Source: an optimization exercise on an open RTL-to-GDS flow (aim: a short achievable clock period and few clock cycles). Production flows keep margins and buffers that such runs may drop.
Where RTL was checked, it was by simulation tests only, not by an equivalence proof against the original.
The RTL of run 1 was laid out without a check of its function.
Power and IR drop assume default switching activity.

--- flow/run.sh ---
#!/bin/bash
set -uo pipefail
MARGIN=${MARGIN:-15}
bash standard.sh SETUP_SLACK_MARGIN=$MARGIN REMOVE_ABC_BUFFERS=1 TNS_END_PERCENT=10 finish > flow_standard.log 2>&1
rc=$?
tail -20 flow_standard.log
exit $rc
--- standard.sh ---
#!/bin/bash
# synth_recipe.tcl (not shown) runs the flow's synth.tcl, then flattens the netlist and writes it again
# the make line also repeats each setting of config.mk as NAME=value (left out here)
make -C /OpenROAD-flow-scripts/flow DESIGN_CONFIG=/design/flow/config.mk WORK_HOME=/design/flow/orfs CLKGATE_MAP_FILE= SYNTH_SCRIPT=/design/flow/synth_recipe.tcl "${@:-finish}"
--- config.mk ---
export PLATFORM = sky130hd
export DESIGN_NAME = Top_Module
export DESIGN_NICKNAME = Top_Module
export VERILOG_FILES = /design/flow/design.v
export SDC_FILE = /design/flow/constraint.sdc
export NUM_CORES = 4
export LEC_CHECK = 0
export ABC_CLOCK_PERIOD_IN_PS = 4000
export CAP_MARGIN = 20
export CORE_MARGIN = 2
export CORE_UTILIZATION = 60
export PLACE_DENSITY = 0.7
export SLEW_MARGIN = 20
--- constraint.sdc ---
create_clock -name core_clock -period 20.0 [get_ports {clk}]
set_input_delay 4.0000 -clock core_clock [delete_from_list [all_inputs] [get_ports {clk}]]
set_output_delay 4.0000 -clock core_clock [all_outputs]
set_load 0.01 [all_outputs]
--- design.v ---
module Top_Module( clk , rst , imem_addr , imem_rdata , dmem_addr , dmem_wdata , dmem_we , dmem_re , dmem_rdata );
input clk , rst ;
output [31:0] imem_addr;
input  [31:0] imem_rdata;
output [31:0] dmem_addr;
output [31:0] dmem_wdata;
output        dmem_we;
output        dmem_re;
input  [31:0] dmem_rdata;
localparam NBTB = 8;
function [31:0] start_value(input integer r);
  case (r)
     1: start_value = 3;   2: start_value = 2;   3: start_value = 12;  4: start_value = 20;
     5: start_value = 3;   6: start_value = 44;  7: start_value = 4;   8: start_value = 2;
     9: start_value = 1;  10: start_value = 23; 11: start_value = 4;  12: start_value = 90;
    13: start_value = 10; 14: start_value = 20; 15: start_value = 30; 16: start_value = 40;
    17: start_value = 50; 18: start_value = 60; 19: start_value = 70; 20: start_value = 80;
    21: start_value = 80; 22: start_value = 90; 23: start_value = 70; 24: start_value = 60;
    25: start_value = 65; 26: start_value = 4;  27: start_value = 32; 28: start_value = 12;
    29: start_value = 34; 30: start_value = 5;  31: start_value = 10;
    default: start_value = 0;
  endcase
endfunction
reg [31:1] pcF;                  
reg [31:1] pcO;                  
reg        mweO, mreO;           
reg        vD;                   
reg [31:0] ir;                   
reg [31:1] pcD;                  
reg [31:0] s1, s2;               
reg [31:0] sd;                   
reg        dOP, dOPI, dLD, dST, dBR, dWR, dINV, dLOG;
reg [6:0]  dALU;                 
reg        vE;                   
reg [31:0] ea, eb;               
reg [31:0] ebs;                  
reg        ecin;                 
reg [31:0] eimm;                 
reg [31:1] etgt, eseq;           
reg        etne, esne;           
reg [31:1] epc;
reg [31:0] esd;                  
reg [4:0]  erd;
reg        eLD, eST, eBR, eWR;
reg [6:0]  eALU;
reg [31:0] maddr, mwdata;        
reg        mwe, mre;
reg [31:0] wres;                 
reg        wv;                   
reg [31:0] wsd;                  
reg [4:0]  wrd;
reg [31:0] rf [1:31];
reg [31:1] rw;                   
reg [NBTB-1:0] bv;
reg [31:1]     btag [0:NBTB-1];
reg [31:1]     btgt [0:NBTB-1];
reg [2:0]      bptr;
reg            uv, ut;           
reg [31:1]     upc, utg;
reg            uhit;
reg [2:0]      uidx;
assign imem_addr  = {pcO, 1'b0};
assign dmem_addr  = maddr;
assign dmem_wdata = mwdata;
assign dmem_we    = mweO;
assign dmem_re    = mreO;
wire [6:0] iop = imem_rdata[6:0];
wire [6:0] if7 = imem_rdata[31:25];
wire [2:0] if3 = imem_rdata[14:12];
wire iOP  = (iop == 7'b0110011);
wire iOPI = (iop == 7'b0010011);
wire iLD  = (iop == 7'b0000011);
wire iST  = (iop == 7'b0100011);
wire iBR  = (iop == 7'b1100011);
wire if7z = (if7 == 7'b0000000);
wire if7s = (if7 == 7'b0100000);
wire iSUB = if7s & (if3 == 3'b000);
wire iAND = if7z & (if3 == 3'b111);
wire iOR  = if7z & (if3 == 3'b110);
wire iXOR = if7z & (if3 == 3'b100);
wire iSLL = if7z & (if3 == 3'b001);
wire iSRL = if7z & (if3 == 3'b101);
wire iSRA = if7s & (if3 == 3'b101);
wire iSLT = if7z & (if3 == 3'b010);
wire iADD = ~(iSUB | iAND | iOR | iXOR | iSLL | iSRL | iSRA | iSLT);
wire [31:0] is1 = (32'd1 << imem_rdata[19:15]) & 32'hFFFF_FFFE;
wire [31:0] is2 = (32'd1 << imem_rdata[24:20]) & 32'hFFFF_FFFE;
wire [31:0] isd = (32'd1 << imem_rdata[11:7])  & 32'hFFFF_FFFE;
wire [31:0] sum  = ea + ebs + {31'd0, ecin};      
wire        slt  = (ea[31] ^ eb[31]) ? ea[31] : sum[31];
wire [4:0]  sh   = eb[4:0];
wire [31:0] sll  = ea << sh;
wire [31:0] srl  = ea >> sh;
wire [31:0] sra  = $signed(ea) >>> sh;
wire [31:0] lgc  = eALU[1] ? (ea & eb) : eALU[2] ? (ea | eb) : (ea ^ eb);
wire [31:0] alu = ({32{eALU[0]}} & sum) |
                  ({32{eALU[1] | eALU[2] | eALU[3]}} & lgc) |
                  ({32{eALU[4]}} & sll) | ({32{eALU[5]}} & srl) | ({32{eALU[6]}} & sra) |
                  {31'd0, ~(|eALU) & slt};
wire [31:0] addr  = ea + eimm;
wire        eq    = (ea == eb);
wire        taken = eBR & eq;
wire        redirE = vE & (taken ? etne : esne);
wire [31:1] npcE  = taken ? etgt : eseq;
wire        wrE   = vE & eWR & (erd != 5'd0);
wire [4:0] rs1 = ir[19:15];
wire [4:0] rs2 = ir[24:20];
wire [31:0] immI = {{20{ir[31]}}, ir[31:20]};
wire [31:0] immS = {{20{ir[31]}}, ir[31:25], ir[11:7]};
wire [31:1] immB = {{20{ir[31]}}, ir[7], ir[30:25], ir[11:8]};
wire use1  = dOP | dOPI | dLD | dST | dBR;
wire use2  = dOP | dST | dBR;
wire stall = vD & vE & eLD & (erd != 5'd0) &
             ((use1 & (rs1 == erd)) | (use2 & (rs2 == erd)));
wire goD   = vD & ~stall;
wire        wbv  = wv | mre;
wire [31:0] wbd  = mre ? dmem_rdata : wres;
wire f1E = wrE & (rs1 == erd);
wire f2E = wrE & (rs2 == erd) & ~dOPI;
wire f1W = wbv & (rs1 == wrd) & (wrd != 5'd0);
wire f2W = wbv & (rs2 == wrd) & (wrd != 5'd0);
reg [31:0] rr1, rr2;
integer i;
always @(*) begin
  rr1 = 32'd0;
  rr2 = 32'd0;
  for (i = 1; i < 32; i = i + 1) begin
    rr1 = rr1 | ({32{s1[i]}} & (rw[i] ? rf[i] : start_value(i)));
    rr2 = rr2 | ({32{s2[i]}} & (rw[i] ? rf[i] : start_value(i)));
  end
end
wire [31:0] o1  = f1W ? wbd : rr1;
wire [31:0] o2  = dOPI ? immI : f2W ? wbd : rr2;
wire [31:0] r1  = f1E ? alu : o1;
wire [31:0] r2  = f2E ? alu : o2;
wire [31:0] r2s = f2E ? (alu ^ {32{dINV}}) : (o2 ^ {32{dINV}});
wire [31:1] tgtD = pcD + immB;
wire [31:1] seqD = pcD + 31'd2;
reg         bhit;
reg [31:1]  bpred;
reg         xhit;
reg [2:0]   xidx;
integer k;
always @(*) begin
  bhit  = 1'b0;
  bpred = 31'd0;
  xhit  = 1'b0;
  xidx  = 3'd0;
  for (k = 0; k < NBTB; k = k + 1) begin
    if (bv[k] && btag[k] == pcF) begin
      bhit  = 1'b1;
      bpred = bpred | btgt[k];
    end
    if (bv[k] && btag[k] == epc) begin
      xhit = 1'b1;
      xidx = k;
    end
  end
end
wire        iJ    = iBR & (imem_rdata[19:15] == imem_rdata[24:20]);
wire [31:1] tgtF  = pcF + {{20{imem_rdata[31]}}, imem_rdata[7], imem_rdata[30:25], imem_rdata[11:8]};
wire [31:1] fnext = iJ ? tgtF : bhit ? bpred : pcF + 31'd2;
wire [31:1] pcN = redirE ? npcE : stall ? pcF : fnext;
always @(posedge clk or posedge rst) begin
  if (rst) begin
    pcF  <= 31'd0;
    vD   <= 1'b0;
    vE   <= 1'b0;
    mwe  <= 1'b0;
    mre  <= 1'b0;
    wv   <= 1'b0;
    bv   <= {NBTB{1'b0}};
    bptr <= 3'd0;
    uv   <= 1'b0;
  end else begin
    pcF <= pcN;
    if (redirE) begin
      vD  <= 1'b0;
      vE  <= 1'b0;
    end else if (stall) begin
      vE  <= 1'b0;
    end else begin
      vD  <= 1'b1;
      vE  <= vD;
    end
    mwe <= vE & eST;
    mre <= vE & eLD;
    wv  <= wrE;
    uv  <= vE & eBR;
    if (uv) begin
      if (ut) begin
        if (!uhit) begin
          bv[bptr] <= 1'b1;
          bptr <= bptr + 3'd1;
        end
      end else if (uhit) begin
        bv[uidx] <= 1'b0;
      end
    end
  end
end
always @(posedge clk) begin
  if (!stall) begin
    ir   <= imem_rdata;
    pcD  <= pcF;
    s1   <= is1;
    s2   <= is2;
    sd   <= isd;
    dOP  <= iOP;
    dOPI <= iOPI;
    dLD  <= iLD;
    dST  <= iST;
    dBR  <= iBR;
    dWR  <= iOP | iOPI;
    dINV <= (iOP | iOPI) & (iSUB | iSLT);
    dALU <= {iSRA, iSRL, iSLL, iXOR, iOR, iAND, iADD | iSUB} & {7{iOP | iOPI}};
  end
  ea   <= r1;
  eb   <= r2;
  ebs  <= r2s;
  ecin <= dINV;
  eimm <= dST ? immS : immI;
  etgt <= tgtD;
  eseq <= seqD;
  etne <= (tgtD != pcF);
  esne <= (seqD != pcF);
  epc  <= pcD;
  esd  <= sd;
  erd  <= ir[11:7];
  eLD  <= dLD;
  eST  <= dST;
  eBR  <= dBR;
  eWR  <= dWR;
  eALU <= dALU;
  pcO  <= rst ? 31'd0 : pcN;
  mweO <= ~rst & vE & eST;
  mreO <= ~rst & vE & eLD;
  maddr  <= addr;
  mwdata <= eb;
  wres   <= alu;
  wsd    <= esd;
  wrd    <= erd;
  ut   <= eq;
  upc  <= epc;
  utg  <= etgt;
  uhit <= xhit;
  uidx <= xidx;
  if (uv & ut & !uhit) begin
    btag[bptr] <= upc;
    btgt[bptr] <= utg;
  end
end
wire [31:1] we = {31{wbv}} & wsd[31:1];
always @(posedge clk or posedge rst) begin
  if (rst) rw <= 31'd0;
  else     rw <= rw | we;
end
genvar g;
generate for (g = 1; g < 32; g = g + 1) begin : RF
  always @(posedge clk) begin
    if (we[g]) rf[g] <= wbd;
  end
end endgenerate
endmodule
==> out/metrics.cfg, run 1 <==
[yosys]
synth_cell_types=95
synth_edf_count=1648
ys_top_cells_by_count=edfxtp_1, dfxtp_1, xnor2_1
synth_top_area_share_pct=50.0
async_flop_share_pct=3.53
yosysTopAreaCell=edfxtp_1
ys.flop_type=edfxtp_1
synth.area.top_cells=edfxtp_1, dfxtp_1, xnor2_1
yosysMostFrequentCell=edfxtp_1
syn_area_um2=98900
avgSynthCellArea_um2=13.0
ys_warn_count=2
syn-instance-count=7627
ys_ff_latch=2208
synth.yosys.seq_area_share_pct=61.7

[route]
via_per_inst=7.72
postRouteAntennaNets=0
vias=78826
firstDrtPassIters=17
drc=0
drt_iter0_markers=18604
drt_wl_total_um=419000
routedWlPerCell_um=41.1

[sta]
min_period_ns=5.80
period_share_pct=29.0
drv_slew=0
tns_ns=0
fmax_mhz=173
rsz0062_at_grt=true
tightestPinTransition_ns=1.24
hold_slack_ns=0.321
finalHoldViolCount=0
setup_viol=0
relSlewSlack_pct=17.1
fin_skew_ns=0.0564

[clocking]
cts_buffer_depth=3
cts_buffers=216
clkTransAtPathRegs_ns=0.06
clock_latency_ns=0.91
clock_sinks=2208
root_buffer=clkbuf_16
h-tree-depth=4
cts_tree=built

[floorplanning]
die_y_um=410
rows=149
pin_count=164
fp.dieW_um=410
start_util_pct=60.2
die_area_um2=168000
core-area_um2=164000

[run_status]
outcome=timing/DRC/antenna clean

[worst_setup_path]
critPathSlowestCell=ha_4
worstSetupPathType=primary input to flip-flop
path_buf_inv=4
required_ns=20.76
critPathMaxStageDelay_ns=0.25
arrival_ns=6.56
crit_fanout=6
crit_path_end_kind=flip-flop
crit_path_cell_trace=buf_12 > buf_12 > buf_4 > ha_4 > o21a_1 > o21a_2 > o21ai_1 > o21ai_2 > a31oi_4 > o21ai_2 > buf_4 > xnor2_2 > nand2_1 > o211ai_1 > a31oi_1 > and2_1
critPathLaunchType=primary input
cp_top_family=compound AO/OA/AOI/OAI gates

[grt]
antenna_found_initial=19
grt_max_degree=128
grt_usage_pct=48.4
grt_overflow=0
grt_pass1_wl_um=566000
grt_pass1_vias=73372

[layout]
final_layout_size_suffix_gt1_share_pct=13.2
nets=8070
syn_to_final_growth_pct=13.2

[place]
dp_hpwl_um=246000
gp_congestion=1.02
portBuffers=162

[power]
powerDensity_nw_per_um2=107
ir_worst_vdd_v=0.000117
p_leak_uw=0.0398

[min_path]
min_path_type=flip-flop to flip-flop

[run]
cap_violations=0

==> registers in the layout, indices dropped and copies added, names as in the netlist, 32 cells and up <==
register and count:
btag 248, wres 32, ea 32, rf 992, ebs 32, mwdata 32, btgt 248, maddr 32
eb 32
==> power by group <==
part / internal [µW] / switching (µW)
logic: 796 / 1290
registers: 5250 / 406
clock network: 2420 / 1830
total: 8470 / 3530
==> through the flow <==
step	cell area [µm²]	std cells	utilization (%)	power [µW]	worst slack [ns]
2_1_floorplan	97000	7148	-	6700	12.14
3_3_place_gp	103000	9703	62.7	7600	11.95
3_5_place_dp	103000	9703	62.7	7610	11.89
4_1_cts	111000	10144	67.6	11800	14.31
5_1_grt	112000	10188	68.1	12200	14.15
6_report	112000	10206	68.1	12000	14.20
==> path summary, 6_finish.rpt <==
path	startpoint	end	slack (ns)	cells past startpoint
min in group asynchronous	rst	pcF[18]	3.87	2
min	esd[20]	wsd[20]	0.32	0
min reg2reg	esd[20]	wsd[20]	0.32	0
max	imem_rdata[31]	pcO[26]	14.20	16
max reg2reg	ea[18]	ebs[0]	14.72	12
max in group asynchronous	rst	bv[7]	15.44	3
==> per-layer routing <==
layer	global-route usage, %	part of all wire (%)	wire length, µm	vias to the layer above
li1	-	-	-	30326
met3	18.5	16	65200	2525
met1	59.5	33	138000	37883
met2	69.3	41	173000	8076
met5	0.316	0.043	182	-
met4	36.3	10	43200	16
==> kinds of logic after synthesis <==
| group | synth area share (%) |
|---|---|
| buffers and inverters | 2.50 |
| adders and majority gates | 2.57 |
| and+or+nand+nor | 8.76 |
| other | 0.00379 |
| muxes | 2.47 |
| xor gates and xnor gates | 6.73 |
| AOI/OAI and AO/OA | 15.2 |
| DFF | 61.7 |
==> repair_timing <==
item                       4_1_cts  5_1_grt
setup buffers                   26       39
setup endpoints to repair      267      280
hold buffers                     0        0
pin swaps                       47       53
resized for setup              288      152
cloned                           2        5
==> cells in the final DEF (no fill, tap or decap), types with 228 or more instances in the layout <==
master / n
a21oi_1: 233
a221oi_1: 324
a22o_1: 309
a22oi_1: 329
buf_4: 253
clkbuf_16: 228
dfxtp_1: 464
edfxtp_1: 1648
nand2_1: 276
nand4_1: 251
nor2_1: 335
xnor2_1: 423
xor2_1: 332
==> cell type report <==
cell class / count / area [µm²]
clock inverters: 109 / 1150
multi-input cells: 4813 / 36400
fillers: 11826 / 52400
well taps: 2189 / 2740
inverters: 130 / 527
diodes: 18 / 45.0
clock buffers: 304 / 6270
repair buffers: 435 / 3730
flip-flops and latches: 2208 / 61100
==> run 2, diff against run 1 <==
--- a/design.v
+++ b/design.v
@@ -21,12 +21,33 @@
     default: start_value = 0;
   endcase
 endfunction
+function [31:0] ks_add(input [31:0] a, input [31:0] b, input cin);
+  reg [31:0] g, p, gn, pn;
+  integer l, j;
+  begin
+    g = a & b;
+    p = a ^ b;
+    g[0] = g[0] | (p[0] & cin);
+    for (l = 1; l < 32; l = l * 2) begin
+      gn = g;
+      pn = p;
+      for (j = l; j < 32; j = j + 1) begin
+        gn[j] = g[j] | (p[j] & g[j-l]);
+        pn[j] = p[j] & p[j-l];
+      end
+      g = gn;
+      p = pn;
+    end
+    ks_add = (a ^ b) ^ {g[30:0], cin};
+  end
+endfunction
 reg [31:1] pcF;                  
 reg [31:1] pcO;                  
 reg        mweO, mreO;           
 reg        vD;                   
 reg [31:0] ir;                   
 reg [31:1] pcD;                  
+reg        dJ;                   
 reg [31:0] s1, s2;               
 reg [31:0] sd;                   
 reg        dOP, dOPI, dLD, dST, dBR, dWR, dINV, dLOG;
@@ -86,7 +107,7 @@
 wire [31:0] is1 = (32'd1 << imem_rdata[19:15]) & 32'hFFFF_FFFE;
 wire [31:0] is2 = (32'd1 << imem_rdata[24:20]) & 32'hFFFF_FFFE;
 wire [31:0] isd = (32'd1 << imem_rdata[11:7])  & 32'hFFFF_FFFE;
-wire [31:0] sum  = ea + ebs + {31'd0, ecin};      
+wire [31:0] sum  = ks_add(ea, ebs, ecin);         
 wire        slt  = (ea[31] ^ eb[31]) ? ea[31] : sum[31];
 wire [4:0]  sh   = eb[4:0];
 wire [31:0] sll  = ea << sh;
@@ -97,7 +118,7 @@
                   ({32{eALU[1] | eALU[2] | eALU[3]}} & lgc) |
                   ({32{eALU[4]}} & sll) | ({32{eALU[5]}} & srl) | ({32{eALU[6]}} & sra) |
                   {31'd0, ~(|eALU) & slt};
-wire [31:0] addr  = ea + eimm;
+wire [31:0] addr  = ks_add(ea, eimm, 1'b0);
 wire        eq    = (ea == eb);
 wire        taken = eBR & eq;
 wire        redirE = vE & (taken ? etne : esne);
@@ -134,8 +155,23 @@
 wire [31:0] r1  = f1E ? alu : o1;
 wire [31:0] r2  = f2E ? alu : o2;
 wire [31:0] r2s = f2E ? (alu ^ {32{dINV}}) : (o2 ^ {32{dINV}});
-wire [31:1] tgtD = pcD + immB;
-wire [31:1] seqD = pcD + 31'd2;
+wire [31:0] tgtDf = ks_add({pcD, 1'b0}, {immB, 1'b0}, 1'b0);
+wire [31:1] tgtD = tgtDf[31:1];        
+wire [31:1] seqD = pcD + 31'd2;        
+wire        tneD = (tgtD != pcF);      
+wire        sneD = (seqD != pcF);      
+wire [31:0] n1  = (f1W & wv) ? wres : rr1;      
+wire [31:0] n2  = (f2W & wv) ? wres : rr2;
+wire        ldD = mre & (f1W | f2W);
+wire [31:0] oc  = f1E ? n2 : n1;
+wire [31:0] fx  = ea ^ ebs ^ oc;
+wire [31:0] fk  = (ea & ebs) | ((ea ^ ebs) & ~oc);
+wire        feq = (fx == {fk[30:0], ecin});
+wire        resD = dBR & ~ldD & ((~f1E & ~f2E) | ((f1E ^ f2E) & eALU[0]));
+wire        eqD  = dJ | ((f1E | f2E) ? feq : (n1 == n2));
+wire        rT   = goD & (resD | dJ) & tneD;             
+wire        rN   = goD & resD & ~dJ & sneD;              
+wire        redirD = eqD ? rT : rN;
 reg         bhit;
 reg [31:1]  bpred;
 reg         xhit;
@@ -158,9 +194,11 @@
   end
 end
 wire        iJ    = iBR & (imem_rdata[19:15] == imem_rdata[24:20]);
-wire [31:1] tgtF  = pcF + {{20{imem_rdata[31]}}, imem_rdata[7], imem_rdata[30:25], imem_rdata[11:8]};
-wire [31:1] fnext = iJ ? tgtF : bhit ? bpred : pcF + 31'd2;
-wire [31:1] pcN = redirE ? npcE : stall ? pcF : fnext;
+wire [31:1] fpred = bhit ? bpred : pcF + 31'd2;
+wire [31:1] pcK  = redirE ? npcE : stall ? pcF : fpred;
+wire [31:1] pcK1 = (~redirE & ~stall & rT) ? tgtD : pcK;
+wire [31:1] pcK0 = (~redirE & ~stall & rN) ? seqD : pcK;
+wire [31:1] pcN  = eqD ? pcK1 : pcK0;
 always @(posedge clk or posedge rst) begin
   if (rst) begin
     pcF  <= 31'd0;
@@ -179,6 +217,9 @@
       vE  <= 1'b0;
     end else if (stall) begin
       vE  <= 1'b0;
+    end else if (redirD) begin
+      vD  <= 1'b0;
+      vE  <= vD;
     end else begin
       vD  <= 1'b1;
       vE  <= vD;
@@ -213,6 +254,7 @@
     dBR  <= iBR;
     dWR  <= iOP | iOPI;
     dINV <= (iOP | iOPI) & (iSUB | iSLT);
+    dJ   <= iJ;
     dALU <= {iSRA, iSRL, iSLL, iXOR, iOR, iAND, iADD | iSUB} & {7{iOP | iOPI}};
   end
   ea   <= r1;
@@ -222,8 +264,8 @@
   eimm <= dST ? immS : immI;
   etgt <= tgtD;
   eseq <= seqD;
-  etne <= (tgtD != pcF);
-  esne <= (seqD != pcF);
+  etne <= tneD & ~(resD | dJ);           
+  esne <= sneD & ~(resD | dJ);
   epc  <= pcD;
   esd  <= sd;
   erd  <= ir[11:7];
==> flow/run.sh (replaced) <==
#!/bin/bash
set -uo pipefail
MARGIN=${MARGIN:-14.6}
bash standard.sh SETUP_SLACK_MARGIN=$MARGIN REMOVE_ABC_BUFFERS=1 TNS_END_PERCENT=10 finish > flow_standard.log 2>&1
rc=$?
tail -20 flow_standard.log
exit $rc
--- a/config.mk
+++ b/config.mk
@@ -8,6 +8,6 @@
 export ABC_CLOCK_PERIOD_IN_PS = 4000
 export CAP_MARGIN = 20
 export CORE_MARGIN = 2
-export CORE_UTILIZATION = 60
-export PLACE_DENSITY = 0.7
+export CORE_UTILIZATION = 45
+export PLACE_DENSITY = 0.6
 export SLEW_MARGIN = 20
==> run 2 against run 1 <==
Effect of this change:
- sequential share of layout area shrank 3.8 points
- clock-buffer cell count shrank 16
- sequential power grew 3.9%
==> out/metrics.cfg, run 2 <==
[sta]
setup_ws_ns=14.28  ; +0.0728 ns
fmax_mhz=175  ; +1.3%
setup_viol=0  ; unchanged
tns_ns=0  ; unchanged
min_period_ns=5.72  ; -0.0728 ns
relSlewSlack_pct=14.5  ; -2.6 points
fin_skew_ns=0.0563  ; -0.0000802 ns
drv_slew=0  ; unchanged
rsz0062_at_grt=true
finalHoldViolCount=0  ; unchanged
period_share_pct=28.6  ; -0.36 points
tightestPinTransition_ns=1.28  ; +0.0387 ns
hold_slack_ns=0.326  ; +0.00455 ns

[layout]
largest_register_ff_count=992  ; unchanged
final_common_cell=edfxtp_1
largest-register=rf
syn_to_final_growth_pct=17.1
final_layout_size_suffix_gt1_share_pct=14.9  ; +1.6 points
largestRegisters=rf x992, btag x248, btgt x248
finish.utilization_pct=53.0  ; -15 points
fin_cells=12059  ; +18%
nets=9071  ; +12%
mostFrequentLayoutCells=edfxtp_1, a22oi_1, nand2_1

[route]
drt_wl_total_um=557000  ; +33%
postRouteAntennaNets=0  ; unchanged
via_per_inst=7.23  ; -6.4%
firstDrtPassIters=13  ; -4
routedWlPerCell_um=46.2  ; +12%
vias=87144  ; +11%
drt_iter0_markers=16552  ; -11%
drc=0  ; unchanged

[place]
dp_hpwl_um=357000  ; +45%
portBuffers=162  ; unchanged
gp_congestion=1.04  ; +2.1%
dp.cells=11419  ; +18%
pre_cts_ws_ns=13.13  ; +1.24 ns

[floorplanning]
fp.dieW_um=482  ; +18%
core-area_um2=227000  ; +38%
pin_count=164  ; unchanged
rows=175  ; +17%
die_y_um=482  ; +18%
start_util_pct=45.2  ; -15 points
die_area_um2=232000  ; +38%

[clocking]
clkTransAtPathRegs_ns=0.06  ; about the same
cts_tree=built
clock_latency_ns=0.92  ; about the same
root_buffer=clkbuf_16
clock_sinks=2209  ; +0.045%
cts_buffers=232  ; +7.4%
h-tree-depth=4  ; unchanged
cts_buffer_depth=3  ; unchanged

[yosys]
ys_top_cells_by_count=edfxtp_1, a22oi_1, clkbuf_1
yosysTopAreaCell=edfxtp_1
synth.area.mux_share_pct=2.91  ; +0.44 points
avgSynthCellArea_um2=12.1  ; -6.8%
ys_ff_latch=2209  ; +0.045%
async_flop_share_pct=3.53  ; about the same
synth_edf_count=1649  ; +0.061%
synth_top_area_share_pct=48.2  ; -1.9 points
syn_area_um2=103000  ; +3.9%
synth_top_family_by_area=compound AO/OA/AOI/OAI gates
ys.flop_type=edfxtp_1
synth_xor_area_share_pct=6.62  ; -0.11 points
yosys.area_share.simple_pct=11.9  ; +3.1 points
synth.area.top_cells=edfxtp_1, dfxtp_1, xnor2_1
synth_cell_types=95  ; unchanged
yosys.area_share.adder_pct=2.71  ; +0.15 points
synth_compound_area_share_pct=13.5  ; -1.8 points
yosysMostFrequentCell=edfxtp_1
syn-instance-count=8503  ; +11%
synth.yosys.seq_area_share_pct=59.4  ; -2.3 points
ys_warn_count=2  ; unchanged

[worst_setup_path]
rr_endpoint=pcO[24]
r2r_setup_slack_ns=14.37  ; -0.35 ns
critPathLaunchType=primary input
required_ns=20.62  ; -0.14 ns
arrival_ns=6.34  ; -0.22 ns
rr_worst_depth=19  ; +7
crit_path_end_kind=flip-flop
crit_fanout=19  ; +13
worstSetupPathType=primary input to flip-flop
worstReg2RegStart=s1[19]

[grt]
antenna_found_initial=51  ; +32
grt_usage_pct=46.6  ; -1.8 points
grt_max_degree=140  ; +9.4%
grt_pass1_vias=81234  ; +11%
grt_pass1_wl_um=729000  ; +29%
grt_overflow=0  ; unchanged

[power]
ir_worst_vdd_v=0.000118  ; +0.93%
p_leak_uw=0.0434  ; +9.1%
powerDensity_nw_per_um2=109  ; +1.4%

[run_status]
outcome=timing/DRC/antenna clean

[run]
cap_violations=0  ; unchanged

[min_path]
worstHoldEndpoint=wsd[27]
hold_depth=0  ; unchanged
min_from=esd[27]
min_path_type=flip-flop to flip-flop

run 2: changes by cell type after synthesis, moves of 78 or more:
cell,before,now
and3_1,72,198
nand2_1,283,476
nand3_1,131,408
a222oi_1,114,36
clkbuf_1,321,484
a22oi_1,330,503
inv_1,126,212
a221oi_1,325,208
a22o_1,309,176
run 2: worst max-delay path by stage:
| stage | startpoint | end | slack [ns] | cells past startpoint |
|---|---|---|---|---|
| after floorplan | ir[20] | pcO[14] | 4.81 | 11 |
| after global placement | s2[21] | pcO[15] | 13.20 | 18 |
| after detailed placement | s2[21] | pcO[10] | 13.13 | 18 |
| after CTS | pcO[6] | imem_addr[6] | 14.30 | 1 |
| after global routing | pcO[6] | imem_addr[6] | 14.32 | 1 |
| final | dmem_rdata[21] | rf[31][21] | 14.28 | 4 |
run 2: kinds of logic after synthesis:
logic type	after synthesis
DFF	2209
xor gates and xnor gates	774
and+or+nand+nor	2365
adders and majority gates	202
AOI/OAI and AO/OA	1903
muxes	254
other	1
buffers and inverters	795
run 2: critical path, stage by stage:
cell and delay [ns]:
clkdlybuf4s50_1 0.41, mux2i_2 0.72, clkinv_1 0.79, buf_16 0.39
run 2: cell type report:
type / count / area (µm²)
Fill cell: 19576 / 107000
Tap cell: 3009 / 3760
Multi-Input combinational cell: 5500 / 40100
Antenna cell: 42 / 105
Clock buffer: 288 / 6180
Clock inverter: 151 / 1780
Timing Repair Buffer: 642 / 6510
Inverter: 218 / 828
Sequential cell: 2209 / 61200
run 2: power by group:
group	leakage (µW)	total [µW]	internal, µW	switching (µW)
registers	0.0202	5880	5310	570
logic	0.0193	2630	909	1720
clock network	0.00386	4580	2600	1980
total	0.0434	13100	8820	4270
run 2: timing repair:
| item | in CTS | in global routing |
|---|---|---|
| hold buffers | 0 | 0 |
| resized for setup | 418 | 187 |
| pin swaps | 36 | 52 |
| endpoints found under the setup margin | 386 | 442 |
| gates cloned | 10 | 9 |
| setup buffers | 96 | 40 |
| endpoints found under the hold margin | 0 | 0 |
run 2: metrics by stage:
stage	total power [µW]	instance area (µm²)
final	13100	120000
after CTS	12900	119000
after detailed placement	8390	109000
after global routing	13300	120000
after floorplan	7050	101000
after global placement	8390	109000
run 2: layer usage:
| metal | routed length [µm] | part of all wire [%] | track usage [%] |
|---|---|---|---|
| met5 | 409 | 0.073 | 0.327 |
| met2 | 234000 | 42 | 67.9 |
| met1 | 196000 | 35 | 57.4 |
| met3 | 72400 | 13 | 15.5 |
| met4 | 54100 | 9.7 | 35.1 |
Testbench counts of run 2, summed over its fixed seeds: cycles 29,387.
==> run 3, diff against run 2 <==
--- a/design.v
+++ b/design.v
@@ -65,6 +65,10 @@
 reg        eLD, eST, eBR, eWR;
 reg [6:0]  eALU;
 reg [31:0] maddr, mwdata;        
+reg        cM;                   
+reg        mBR, eqM;             
+reg        mtne, msne;           
+reg [31:1] mtgt, mseq;           
 reg        mwe, mre;
 reg [31:0] wres;                 
 reg        wv;                   
@@ -120,9 +124,9 @@
                   {31'd0, ~(|eALU) & slt};
 wire [31:0] addr  = ks_add(ea, eimm, 1'b0);
 wire        eq    = (ea == eb);
-wire        taken = eBR & eq;
-wire        redirE = vE & (taken ? etne : esne);
-wire [31:1] npcE  = taken ? etgt : eseq;
+wire        mtaken = mBR & eqM;
+wire        redirE = cM & (mtaken ? mtne : msne);
+wire [31:1] npcE  = mtaken ? mtgt : mseq;
 wire        wrE   = vE & eWR & (erd != 5'd0);
 wire [4:0] rs1 = ir[19:15];
 wire [4:0] rs2 = ir[24:20];
@@ -207,6 +211,7 @@
     mwe  <= 1'b0;
     mre  <= 1'b0;
     wv   <= 1'b0;
+    cM   <= 1'b0;
     bv   <= {NBTB{1'b0}};
     bptr <= 3'd0;
     uv   <= 1'b0;
@@ -224,10 +229,11 @@
       vD  <= 1'b1;
       vE  <= vD;
     end
-    mwe <= vE & eST;
-    mre <= vE & eLD;
-    wv  <= wrE;
-    uv  <= vE & eBR;
+    mwe <= vE & eST & ~redirE;
+    mre <= vE & eLD & ~redirE;
+    wv  <= wrE & ~redirE;
+    uv  <= vE & eBR & ~redirE;
+    cM  <= vE & ~redirE;
     if (uv) begin
       if (ut) begin
         if (!uhit) begin
@@ -275,8 +281,14 @@
   eWR  <= dWR;
   eALU <= dALU;
   pcO  <= rst ? 31'd0 : pcN;
-  mweO <= ~rst & vE & eST;
-  mreO <= ~rst & vE & eLD;
+  mweO <= ~rst & vE & eST & ~redirE;
+  mreO <= ~rst & vE & eLD & ~redirE;
+  mBR    <= eBR;
+  eqM    <= eq;
+  mtne   <= etne;
+  msne   <= esne;
+  mtgt   <= etgt;
+  mseq   <= eseq;
   maddr  <= addr;
   mwdata <= eb;
   wres   <= alu;
==> flow/run.sh (replaced) <==
#!/bin/bash
set -uo pipefail
MARGIN=${MARGIN:-14.6}
bash standard.sh SETUP_SLACK_MARGIN=$MARGIN REMOVE_ABC_BUFFERS=1 TNS_END_PERCENT=10 \
  MATCH_CELL_FOOTPRINT=0 'BUFFER_PORTS_ARGS=-buffer_cell sky130_fd_sc_hd__buf_4' \
  finish > flow_standard.log 2>&1
rc=$?
tail -20 flow_standard.log
exit $rc
==> run 3 against run 2 <==
Effect of this change:
- clock-buffer cell count grew 22
- non-clock buffer count grew 77
- area after synthesis grew 1.3%
- first-iteration DRC count grew 8.2%
- synthesized cell count grew 1.7%
- critical path depth grew 14
- sequential share of layout area shrank 0.24 points
- clock power is essentially flat
- die area grew 1.3%
- hold slack lost 0.033 ns
- via count grew 2.3%
- setup slack gained 0.16 ns
- critical path type is now flip-flop to flip-flop
- critical endpoint is now pcO[11]
- largest cell class unchanged
- largest power group unchanged
==> out/metrics.cfg, run 3 <==
[clocking]
cts_buffer_depth=3  ; unchanged
cts_buffers=230  ; -0.86%
cts_tree=built
h-tree-depth=4  ; unchanged
clkTransAtPathRegs_ns=0.06  ; about the same
clock_sinks=2243  ; +1.5%
clock_latency_ns=0.94  ; +0.02 ns
root_buffer=clkbuf_16

[grt]
grt_usage_pct=45.6  ; -1.0 points
antenna_found_initial=72  ; +41%
grt_pass1_wl_um=726000  ; -0.36%
grt_overflow=0  ; unchanged
grt_max_degree=78  ; -44%
grt_pass1_vias=81218  ; -0.020%

[yosys]
ys.flop_type=edfxtp_1
synth_edf_count=1649  ; unchanged
synth_top_area_share_pct=47.6  ; -0.60 points
ys_warn_count=2  ; unchanged
yosysTopAreaCell=edfxtp_1
ys_ff_latch=2243  ; +1.5%
syn_area_um2=104000  ; +1.3%
syn-instance-count=8650  ; +1.7%
async_flop_share_pct=3.52  ; -0.0089 points
synth.yosys.seq_area_share_pct=59.4  ; -0.084 points
synth.area.top_cells=edfxtp_1, dfxtp_1, a22oi_1
ys_top_cells_by_count=edfxtp_1, a22oi_1, dfxtp_1
synth_cell_types=98  ; +3.2%
yosysMostFrequentCell=edfxtp_1
avgSynthCellArea_um2=12.0  ; -0.46%

[power]
powerDensity_nw_per_um2=109  ; -0.15%
pwr-share-clk_pct=34.7  ; -0.3 points
pwr-share-seq_pct=44.5  ; -0.4 points
intPower_uw=8940  ; +1.4%
power_frac_comb_pct=20.8  ; +0.7 points
p_switching_uw=4340  ; +1.6%
ir_worst_vdd_v=0.0000989  ; -16%
p_leak_uw=0.0440  ; +1.4%
swShare_pct=32.7  ; +0.043 points

[floorplanning]
die_area_um2=235000  ; +1.3%
die_y_um=485  ; +0.63%
fp.dieW_um=485  ; +0.63%
pin_count=164  ; unchanged
rows=176  ; +0.57%
core-area_um2=230000  ; +1.3%
start_util_pct=45.2  ; about the same

[place]
dp_hpwl_um=358000  ; +0.25%
gp_congestion=1.06  ; +1.5%
portBuffers=162  ; unchanged
pre_cts_ws_ns=12.66  ; -0.477 ns
dp.cells=11580  ; +1.4%

[sta]
period_share_pct=27.8  ; -0.79 points
tns_ns=0  ; unchanged
drv_slew=0  ; unchanged
tightestPinTransition_ns=1.27  ; -0.00976 ns
fin_skew_ns=0.0604  ; +0.00410 ns
relSlewSlack_pct=15.2  ; +0.65 points
finalHoldViolCount=0  ; unchanged
rsz0062_at_grt=true
fmax_mhz=180  ; +2.8%
setup_ws_ns=14.44  ; +0.158 ns
setup_viol=0  ; unchanged
min_period_ns=5.56  ; -0.158 ns

[worst_setup_path]
rr_worst_depth=18  ; -1
critPathLaunchType=flip-flop
crit_fanout=12  ; -7
arrival_ns=6.43  ; +0.09 ns
crit_start=rw[12]
worstSetupPathType=flip-flop to flip-flop
required_ns=20.87  ; +0.25 ns
crit_path_end_kind=flip-flop
worstReg2RegStart=rw[12]

[layout]
largestRegisters=rf x992, btag x248, btgt x248
nFillCells=19607  ; +0.16%
multiInputGateArea_um2=40700  ; +1.6%
largest-register=rf
syn_to_final_growth_pct=17.6
final_layout_size_suffix_gt1_share_pct=17.2  ; +2.4 points
mostFrequentLayoutCells=edfxtp_1, a22oi_1, buf_4
largest_register_ff_count=992  ; unchanged
nets=9284  ; +2.3%
fin_cells=12303  ; +2.0%
seq_area_um2=61900  ; +1.2%
final_common_cell=edfxtp_1

[route]
firstDrtPassIters=10  ; -3
vias=89172  ; +2.3%
drt_wl_total_um=561000  ; +0.74%
maxUsedRoutingLayer=met5
via_per_inst=7.25  ; +0.30%
wl_met3_um=87000  ; +20%
wl_met2_um=221000  ; -5.3%
drt_iter0_markers=17906  ; +8.2%
postRouteAntennaNets=0  ; unchanged
routedWlPerCell_um=45.6  ; -1.3%
drc=0  ; unchanged
drt-met1-wl_um=210000  ; +6.6%

[run]
cap_violations=0  ; unchanged

[min_path]
min_path_type=flip-flop to flip-flop
min_from=etgt[11]
hold_depth=0  ; unchanged

[run_status]
outcome=timing/DRC/antenna clean

-- run 3: changes by cell type after synthesis, sizes merged, moves of 34 or more --
cell    previous run  this run
nor2             385       443
and3             198       241
buf               93       138
a22o             176        89
nand3            408       451
a221oi           208       112
nand2            476       388
a22oi            503       583
clkbuf           484       450
-- run 3: critical path, cell delays in order (launching register included) --
cell and delay [ns]:
dfrtp_1 0.58, buf_4 0.36, nand3_1 0.12, nand4_1 0.19, nor4_2 0.59, nand4_1 0.35
mux2_2 0.39, mux2_2 0.30, fa_2 0.61, xor2_4 0.23, nand4_1 0.18, nor4_2 0.31
a31o_1 0.21, a31o_4 0.15, buf_12 0.14, and2_4 0.21, inv_2 0.07, o21ai_4 0.30
a221o_1 0.20
-- run 3: cell type report --
cell class,instances,area share [%]
inverters,216,0.671
well taps,3026,3.09
flip-flops and latches,2243,50.6
repair buffers,719,5.67
clock inverters,129,1.23
clock buffers,310,5.38
multi-input cells,5606,33.3
diodes,54,0.110
-- run 3: path summary, 6_finish.rpt --
path / endpoint / slack, ns
max in group asynchronous: rw[11] / 15.65
max: pcO[11] / 14.44
min: mtgt[11] / 0.29
min in group asynchronous: pcF[27] / 3.15
max reg2reg: pcO[11] / 14.44
min reg2reg: mtgt[11] / 0.29
-- run 3: metal layers --
| metal | vias to the layer above | track usage [%] |
|---|---|---|
| li1 | 33904 | - |
| met2 | 8700 | 61.9 |
| met4 | 36 | 26.1 |
| met1 | 44346 | 61.0 |
| met3 | 2186 | 18.4 |
| met5 | - | 1.20 |
-- run 3: cells by family after synthesis --
family / after synthesis / share of synthesized area [%]
simple gates: 2481 / 12.5
flops: 2243 / 59.4
compound gates: 1871 / 12.8
buf+inv: 804 / 3.05
xor+xnor: 777 / 6.65
mux: 271 / 2.98
fa+ha+maj: 202 / 2.68
other cells: 1 / 0.00360
-- run 3: through the flow --
stage | hold slack (ns) | instance area, µm² | power [µW] | utilization (%)
2_1_floorplan | 0.310 | 102000 | 7160 | -
3_3_place_gp | 0.310 | 110000 | 8480 | 47.6
3_5_place_dp | 0.312 | 110000 | 8490 | 47.6
4_1_cts | 0.286 | 119000 | 13100 | 51.9
5_1_grt | 0.293 | 122000 | 13500 | 53.1
6_report | 0.292 | 122000 | 13300 | 53.2
-- run 3: timing repair --
| action | 4_1_cts | 5_1_grt |
|---|---|---|
| buffers inserted | 80 | 130 |
| resized for setup | 306 | 324 |
| pin swaps | 23 | 64 |
| hold buffers | 0 | 0 |
| endpoints found under the setup margin | 145 | 109 |
| cloned | 4 | 14 |
| hold endpoints to repair | 0 | 0 |
-- run 3: power groups by stage --
stage	Sequential, µW	Clock (µW)	Combinational [µW]
final	5910	4610	2760
after global routing	5920	4790	2840
after CTS	5880	4610	2580
after detailed placement	5970	0	2520
after global placement	5960	0	2520
after floorplan	5870	0	1290
Testbench counts of run 3, summed over its fixed seeds: cycles 29,387.
==> run 4, diff against run 3 <==
--- a/design.v
+++ b/design.v
@@ -59,6 +59,7 @@
 reg [31:0] eimm;                 
 reg [31:1] etgt, eseq;           
 reg        etne, esne;           
+reg        eres, eeqD;           
 reg [31:1] epc;
 reg [31:0] esd;                  
 reg [4:0]  erd;
@@ -128,6 +129,8 @@
 wire        redirE = cM & (mtaken ? mtne : msne);
 wire [31:1] npcE  = mtaken ? mtgt : mseq;
 wire        wrE   = vE & eWR & (erd != 5'd0);
+wire        redirX = vE & eres & (eeqD ? etne : esne);
+wire [31:1] npcX  = eeqD ? etgt : eseq;
 wire [4:0] rs1 = ir[19:15];
 wire [4:0] rs2 = ir[24:20];
 wire [31:0] immI = {{20{ir[31]}}, ir[31:20]};
@@ -173,9 +176,7 @@
 wire        feq = (fx == {fk[30:0], ecin});
 wire        resD = dBR & ~ldD & ((~f1E & ~f2E) | ((f1E ^ f2E) & eALU[0]));
 wire        eqD  = dJ | ((f1E | f2E) ? feq : (n1 == n2));
-wire        rT   = goD & (resD | dJ) & tneD;             
-wire        rN   = goD & resD & ~dJ & sneD;              
-wire        redirD = eqD ? rT : rN;
+wire        redirD = goD & dJ & tneD;
 reg         bhit;
 reg [31:1]  bpred;
 reg         xhit;
@@ -199,10 +200,7 @@
 end
 wire        iJ    = iBR & (imem_rdata[19:15] == imem_rdata[24:20]);
 wire [31:1] fpred = bhit ? bpred : pcF + 31'd2;
-wire [31:1] pcK  = redirE ? npcE : stall ? pcF : fpred;
-wire [31:1] pcK1 = (~redirE & ~stall & rT) ? tgtD : pcK;
-wire [31:1] pcK0 = (~redirE & ~stall & rN) ? seqD : pcK;
-wire [31:1] pcN  = eqD ? pcK1 : pcK0;
+wire [31:1] pcN  = redirE ? npcE : redirX ? npcX : stall ? pcF : redirD ? tgtD : fpred;
 always @(posedge clk or posedge rst) begin
   if (rst) begin
     pcF  <= 31'd0;
@@ -217,7 +215,7 @@
     uv   <= 1'b0;
   end else begin
     pcF <= pcN;
-    if (redirE) begin
+    if (redirE | redirX) begin
       vD  <= 1'b0;
       vE  <= 1'b0;
     end else if (stall) begin
@@ -270,8 +268,10 @@
   eimm <= dST ? immS : immI;
   etgt <= tgtD;
   eseq <= seqD;
-  etne <= tneD & ~(resD | dJ);           
-  esne <= sneD & ~(resD | dJ);
+  etne <= tneD & ~dJ;                    
+  esne <= sneD & ~dJ;
+  eres <= resD & ~dJ;
+  eeqD <= eqD;
   epc  <= pcD;
   esd  <= sd;
   erd  <= ir[11:7];
@@ -285,8 +285,8 @@
   mreO <= ~rst & vE & eLD & ~redirE;
   mBR    <= eBR;
   eqM    <= eq;
-  mtne   <= etne;
-  msne   <= esne;
+  mtne   <= etne & ~eres;                
+  msne   <= esne & ~eres;
   mtgt   <= etgt;
   mseq   <= eseq;
   maddr  <= addr;
==> run 4 against run 3 <==
Effect of this change:
- critical path depth decreased by 4
- still clean on timing, DRC and antenna
- largest power group unchanged
- via count decreased by 10%
- fmax increased by 0.84%
- sequential cell count increased by 2
==> out/metrics.cfg, run 4 <==
[grt]
grt_usage_pct=37.5  ; -8.1 points
grt_pass1_wl_um=609000  ; -16%
antenna_found_initial=42  ; -42%
grt_max_degree=84  ; +7.7%
grt_pass1_vias=75687  ; -6.8%
grt_overflow=0  ; unchanged

[worst_setup_path]
critPathLaunchType=flip-flop
worstSetupPathType=flip-flop to flip-flop
worstReg2RegStart=s2[18]
rr_endpoint=eeqD
r2r_setup_slack_ns=14.48  ; +0.05 ns
crit_fanout=19  ; +7
crit_path_end_kind=flip-flop
critPathCapture=eeqD
crit_start=s2[18]
rr_worst_depth=14  ; -4
required_ns=20.77  ; -0.10 ns
arrival_ns=6.29  ; -0.14 ns

[sta]
min_period_ns=5.52  ; -0.0465 ns
rsz0062_at_grt=true
setup_viol=0  ; unchanged
fmax_mhz=181  ; +0.84%
fin_skew_ns=0.0957  ; +0.0353 ns
tightestPinTransition_ns=1.29  ; +0.0148 ns
finalHoldViolCount=0  ; unchanged
drv_slew=0  ; unchanged
period_share_pct=27.6  ; -0.23 points
relSlewSlack_pct=11.7  ; -3.4 points
tns_ns=0  ; unchanged

[floorplanning]
rows=175  ; -0.57%
die_y_um=482  ; -0.52%
die_area_um2=233000  ; -1.0%
pin_count=164  ; unchanged
core-area_um2=227000  ; -1.1%
start_util_pct=45.3  ; about the same
fp.dieW_um=482  ; -0.52%

[clocking]
clock_latency_ns=0.94  ; about the same
root_buffer=clkbuf_16
cts_buffer_depth=3  ; unchanged
cts_tree=built
clock_sinks=2245  ; +0.089%
post_cts.repair.setup_buffers=0  ; -100%
clkTransAtPathRegs_ns=0.07  ; about the same
h-tree-depth=4  ; unchanged
cts_buffers=230  ; unchanged

[yosys]
synth_edf_count=1649  ; unchanged
synth.area.top_cells=edfxtp_1, dfxtp_1, xnor2_1
ys_ff_latch=2245  ; +0.089%
ys_warn_count=2  ; unchanged
yosys.area_share.simple_pct=9.36  ; -3.1 points
synth_top_area_share_pct=48.1  ; +0.51 points
synth_top_family_by_area=compound AO/OA/AOI/OAI gates
async_flop_share_pct=3.52  ; about the same
synth.yosys.seq_area_share_pct=60.0  ; +0.67 points
avgSynthCellArea_um2=12.6  ; +5.0%
synth_xor_area_share_pct=6.85  ; +0.19 points
syn-instance-count=8152  ; -5.8%
synth_cell_types=100  ; +2.0%
yosys.area_share.adder_pct=2.72  ; +0.041 points
yosysMostFrequentCell=edfxtp_1
ys_top_cells_by_count=edfxtp_1, a22oi_1, dfxtp_1
syn_area_um2=103000  ; -1.1%
ys.flop_type=edfxtp_1
yosysTopAreaCell=edfxtp_1
synth.area.mux_share_pct=3.88  ; +0.90 points
synth_compound_area_share_pct=14.5  ; +1.7 points

[route]
drt-met1-wl_um=167000  ; -20%
vias=80184  ; -10%
wl_met2_um=185000  ; -16%
routedWlPerCell_um=39.0  ; -14%
drt_iter0_markers=15736  ; -12%
drt_wl_total_um=448000  ; -20%
wl_met3_um=64300  ; -26%
firstDrtPassIters=10  ; unchanged
postRouteAntennaNets=0  ; unchanged
via_per_inst=6.98  ; -3.6%
drc=0  ; unchanged
maxUsedRoutingLayer=met5

[power]
pwr-share-clk_pct=37.0  ; +2.3 points
intPower_uw=8700  ; -2.7%
power_frac_comb_pct=16.5  ; -4.3 points
ir_worst_vdd_v=0.0000882  ; -11%
p_switching_uw=3650  ; -16%
powerDensity_nw_per_um2=106  ; -1.9%
pwr-share-seq_pct=46.5  ; +2.0 points
p_leak_uw=0.0413  ; -6.2%
swShare_pct=29.6  ; -3.1 points

[layout]
fin_cells=11480  ; -6.7%
syn_to_final_growth_pct=12.7
final_layout_size_suffix_gt1_share_pct=12.7  ; -4.5 points
largest_register_ff_count=992  ; unchanged
largestRegisters=rf x992, btag x248, btgt x248
nets=8504  ; -8.4%
final_common_cell=edfxtp_1
mostFrequentLayoutCells=edfxtp_1, a22oi_1, dfxtp_1
finish.instance_area_um2=116000  ; -5.2%
largest-register=rf

[place]
portBuffers=162  ; unchanged
dp.cells=11012  ; -4.9%
dp_hpwl_um=275000  ; -23%
gp_congestion=1.00  ; -5.7%
place_area_um2=108000  ; -1.5%

[min_path]
min_path_type=flip-flop to flip-flop

[run_status]
outcome=timing/DRC/antenna clean

[run]
cap_violations=0  ; unchanged

run 4: cells by family (layout without fill, tap and decap cells):
group	count (synthesis)	in the layout
flip-flops	2245	2245
AO/OA/AOI/OAI	2001	2001
AND/OR/NAND/NOR	1865	1865
XOR/XNOR	796	796
buffers and inverters	713	1006
multiplexers	328	328
adder cells (fa/ha/maj)	203	203
other	1	27
run 4: worst max-delay path: stages (launching register included):
cell      delay, ns
edfxtp_1       0.59
and2_2         0.54
buf_4          0.45
a22o_1         0.26
a221oi_1       0.22
nand3_1        0.10
or4_1          0.80
mux2i_1        0.38
mux2i_1        0.20
fa_1           0.55
xor2_1         0.58
nand4_1        0.17
nor4_1         0.31
a31oi_1        0.13
o21ai_0        0.11
run 4: metal layers:
metal  GRT usage (%)  vias up
li1                -    31862
met1            49.5    39497
met2            53.1     6977
met3            13.2     1826
met4            21.9       22
met5           0.163        -
run 4: power by group through the flow:
stage	clock (µW)	combinational, µW	sequential [µW]
CTS	4590	1990	5720
finish	4570	2040	5740
global route	4780	2130	5760
detailed placement	0	1970	5810
global placement	0	1980	5810
floorplan	0	1080	5730
run 4: cell type report:
type                            count  area [µm²]
Fill cell                       19609      111000
Sequential cell                  2245       61900
Multi-Input combinational cell   5194       38700
Clock buffer                      306        6300
Tap cell                         3009        3760
Timing Repair Buffer              362        2750
Clock inverter                    136        1790
Inverter                          202         768
Antenna cell                       26        65.1
run 4: stage by stage:
step           total power, µW  worst slack [ns]  hold slack (ns)  utilization [%]
2_1_floorplan             6810             13.80            0.310                -
3_3_place_gp              7790             13.79            0.311             47.4
3_5_place_dp              7790             13.74            0.312             47.4
4_1_cts                  12300             14.46            0.314             51.0
5_1_grt                  12700             14.47            0.315             51.0
6_report                 12400             14.48            0.290             51.0
run 4: how the worst min path moves through the flow:
stage | startpoint | end | slack [ns] | depth (start not counted)
2_1_floorplan | esd[10] | wsd[10] | 0.31 | 0
3_3_place_gp | esd[16] | wsd[16] | 0.31 | 0
3_5_place_dp | esd[22] | wsd[22] | 0.31 | 0
4_1_cts | esd[22] | wsd[22] | 0.31 | 0
5_1_grt | esd[8] | wsd[8] | 0.31 | 0
6_report | esd[22] | wsd[22] | 0.29 | 0
run 4: repair_timing:
| item | CTS | global route |
|---|---|---|
| endpoints found under the hold margin | 0 | 0 |
| gates resized for setup | 32 | 5 |
| hold buffers | 0 | 0 |
| setup endpoints to repair | 45 | 43 |
Testbench counts of run 4, summed over its fixed seeds: cycles 29,644.

what the ideal ports hide:
In the flow no input, the clock included, has a driving cell. The finished layouts below were timed again as built, in two steps.
Step 1, drivers: a clkbuf_16 drives clk and a buf_2 each remaining input, both assumed.
Step 2 moves the port delays by t, midway between the first and last clock arrival at a register: inputs arrive t later, outputs are due t later. That takes back most of the time a late clock gives input paths.
Three values: ideal ports, drivers, drivers and shift; two values: the first two.
| run | shift t [ns] | setup slack, ns | worst hold slack (ns) |
|---|---|---|---|
| run 1 | 0.971 | 14.205 / 14.246 / 13.275 | 0.321 / 0.321 / 0.321 |
| run 2 | 0.994 | 14.278 / 14.249 / 13.344 | 0.326 / 0.326 / 0.326 |
| run 3 | 1.011 | 14.436 / 14.436 / 13.676 | 0.292 / 0.292 / 0.292 |
| run 4 | 0.979 | 14.482 / 14.415 / 13.586 | 0.290 / 0.290 / 0.290 |
After both steps setup and hold are still met in every run listed. The setup slack of run 2, which loses most, moves by -0.029 ns with the drivers and by -0.934 ns with both steps.
